Source: an optimization exercise on an open RTL-to-GDS flow (aim: small area). Production flows keep margins and buffers that such runs may drop. Only simulation tests tie the RTL to the original design; equivalence was not proved. Power is estimated from default activity; no workload was simulated.

## inv_kin
module inv_kin(x, y, theta1, theta2, clock, rst);
  input  [31:0] x, y;
  output [31:0] theta1, theta2;
  input  clock;
  input  rst;
  localparam FA = 8;                        
  localparam [33:0] K265  = 34'd265 << 15;  
  localparam [33:0] K11   = 34'd11 << 15;
  localparam [33:0] MAGIC = 34'd4067204;    
  localparam [33:0] KAC1  = 34'd13177048;   
  localparam [33:0] KAC2  = 34'd13176792;   
  localparam [7:0] T_X2   = 8'd1;     
  localparam [7:0] T_SX   = 8'd17;
  localparam [7:0] T_Y2   = 8'd18;    
  localparam [7:0] T_SUM  = 8'd34;
  localparam [7:0] T_SUBK = 8'd35;
  localparam [7:0] T_ABSM = 8'd36;
  localparam [7:0] T_MG   = 8'd37;    
  localparam [7:0] T_E1   = 8'd48;    
  localparam [7:0] T_AC   = 8'd63;
  localparam [7:0] T_E2   = 8'd64;    
  localparam [7:0] T_S12  = 8'd84;    
  localparam [7:0] T_PX   = 8'd87;    
  localparam [7:0] T_E3   = 8'd103;   
  localparam [7:0] T_P1   = 8'd123;   
  localparam [7:0] T_PY   = 8'd126;   
  localparam [7:0] T_N    = 8'd142;   
  localparam [7:0] T_DIV  = 8'd144;   
  localparam [7:0] T_E4   = 8'd183;   
  localparam [7:0] T_END  = 8'd198;
  reg [31:0] xd, yd;
  reg [7:0]  t;
  reg [33:0] acc;
  reg [31:0] mq;
  reg        bc;
  reg [30:0] s, py;
  reg [9:0]  ix;
  reg [16:0] th2;
  reg        sgn2, ssg, pxs, pys, nsg;
  wire chg = (x != xd) | (y != yd);
  assign theta2 = {15'd0, th2};
  assign theta1 = {nsg, 15'd0, acc[FA+15:FA]};
  wire [30:0] e16 = {acc[13:0], mq[31:15]};
  localparam A_ACC = 3'd0, A_ZERO = 3'd1, A_ACC31 = 3'd2, A_E16 = 3'd3,
             A_TDIV = 3'd4, A_KAC1 = 3'd5, A_KAC2 = 3'd6, A_K11 = 3'd7;
  localparam X_ZERO = 4'd0, X_X = 4'd1, X_Y = 4'd2, X_MAGIC = 4'd3, X_ROM = 4'd4,
             X_MQ = 4'd5, X_MQM = 4'd6, X_PY = 4'd7, X_S = 4'd8, X_ACC = 4'd9,
  ...
For scale: ~2,000 cells after synthesis, about 130 I/O pins, about 17,000 um^2 of cells after synthesis.
export LEC_CHECK = 0
export ABC_AREA = 1
export CAP_MARGIN = 20
export CORE_MARGIN = 2
export CORE_UTILIZATION = 22
export CTS_BUF_LIST = sky130_fd_sc_hd__clkbuf_16
export CTS_CLUSTER_DIAMETER = 100
export CTS_CLUSTER_SIZE = 16
export SLEW_MARGIN = 20
export SYNTH_MEMORY_MAX_BITS = 131072
create_clock -name core_clock -period 20.0 [get_ports {clock}]
standard.sh (not shown) runs the stock make flow with config.mk's settings and CLKGATE_MAP_FILE= SYNTH_SCRIPT=/design/flow/synth_recipe.tcl, a recipe that flattens the netlist after the stock synthesis.
==> flow/flow/run.sh <==
#!/bin/bash
# Own layout flow: the standard flow, except that synthesis maps the logic with an
# area-only ABC script (flow/abc_area.script) and the port buffers are buf_1 cells.
set -euo pipefail
here=$(pwd)
rm -rf scripts_own
cp -r "$FLOW_HOME/scripts" scripts_own
cp flow/abc_area.script scripts_own/abc_area.script
bash standard.sh SCRIPTS_DIR="$here/scripts_own" synth > synth.log 2>&1
bash standard.sh "BUFFER_PORTS_ARGS=-buffer_cell sky130_fd_sc_hd__buf_1" finish > layout.log 2>&1
==> flow/flow/abc_area.script <==
strash
dch -f
amap -F 4 -A 4
strash
dch -f
amap -F 4 -A 4
strash
dch -f
amap -F 4 -A 4
topo
==> next run, changes <==
==> flow/flow/abc_area.script (replaced) <==
strash
dch
map -a
strash
dch
map -a
strash
dch
map -a
topo
After rerunning: Hold slack loses 5.7 ps. Power is lower by 0.60%. Wire length is higher by 3.9%. Fmax stays flat. Non-clock buffer count is higher by 11. Setup slack stays flat. Die area is higher by 3.8%. Area after synthesis is higher by 3.8%. Clock-buffer cell count is unchanged. Core utilization is higher by 0.10 points.

* * *

Another version of the RTL of inv_kin (not shown whole).
For scale: ~2,000 cells after synthesis, roughly 240 flip-flops, about 130 I/O pins, roughly 16,000 µm² of cells after synthesis.
clock: 20.0 ns
lec_check: 0
abc_area: 1
cap_margin: 20
core_margin: 2
core_utilization: 22
cts_buf_list: sky130_fd_sc_hd__clkbuf_16
cts_cluster_diameter: 100
cts_cluster_size: 16
slew_margin: 20
synth_memory_max_bits: 131072
==> flow/flow/run.sh <==
#!/bin/bash
# Own layout flow: the standard flow, except that
#  - synthesis maps the logic with an area-only ABC script (flow/abc_area.script),
#  - the port buffers are buf_1 cells,
#  - clock tree synthesis adds no dummy loads,
#  - timing-driven global placement does not reweight nets.
set -euo pipefail
here=$(pwd)
rm -rf scripts_own
cp -r "$FLOW_HOME/scripts" scripts_own
cp flow/abc_area.script scripts_own/abc_area.script
bash standard.sh SCRIPTS_DIR="$here/scripts_own" synth > synth.log 2>&1
bash standard.sh "BUFFER_PORTS_ARGS=-buffer_cell sky130_fd_sc_hd__buf_1" \
  "CTS_ARGS=-sink_clustering_enable -repair_clock_nets -sink_clustering_size 16 -sink_clustering_max_diameter 100 -buf_list sky130_fd_sc_hd__clkbuf_16 -dont_use_dummy_load" \
  "GLOBAL_PLACEMENT_ARGS=-timing_driven_nets_percentage 0" \
  finish > layout.log 2>&1
==> flow/flow/abc_area.script <==
strash
dch -f
amap -F 4 -A 4
strash
dc2
dch -f
amap -F 4 -A 4
strash
dc2
dch -f
amap -F 4 -A 4
strash
dch -f
amap -F 4 -A 4
topo
Edit:
==> flow/flow/run.sh (replaced) <==
#!/bin/bash
# Own layout flow: the standard flow, except that synthesis maps the logic with an
# area-only ABC script (flow/abc_area.script) and the port buffers are buf_1 cells.
set -euo pipefail
here=$(pwd)
rm -rf scripts_own
cp -r "$FLOW_HOME/scripts" scripts_own
cp flow/abc_area.script scripts_own/abc_area.script
bash standard.sh SCRIPTS_DIR="$here/scripts_own" synth > synth.log 2>&1
bash standard.sh "BUFFER_PORTS_ARGS=-buffer_cell sky130_fd_sc_hd__buf_1" finish > layout.log 2>&1
What happened:
- worst setup slack is better by 0.22 ns
- design area goes up slightly
- routed wire length goes up by a few percent
- fmax goes up slightly
- total power goes up slightly
- count of clock-buffer cells in the layout stays the same

==> separate check: timing with driven ports <==
The flow's constraints put no driver on any port. The routed layouts listed below were extracted and timed again, unchanged, in two steps. Step 1: set_driving_cell puts a clkbuf_16 on clock and a buf_2 on each other input, an assumption about the parent block. Step 2 also shifts input and output timing later by t, the mid clock arrival at the registers, as if the neighbouring blocks saw the same clock. a / b / c = no drivers / after step 1 / after step 2; a / b = the first two.
run | t, ns | slack for setup (ns) | worst setup path at the end
the first run of note 1 | 0.581 | 0.951 / 0.951 / 0.951 | register to register
the second run of note 1 | 0.577 | 0.952 / 0.952 / 0.952 | register to register
the first run of note 2 | 0.556 | 0.959 / 0.959 / 0.959 | register to register
the second run of note 2 | 0.575 | 1.174 / 1.174 / 1.174 | register to register
After both steps every run listed still meets setup and hold.
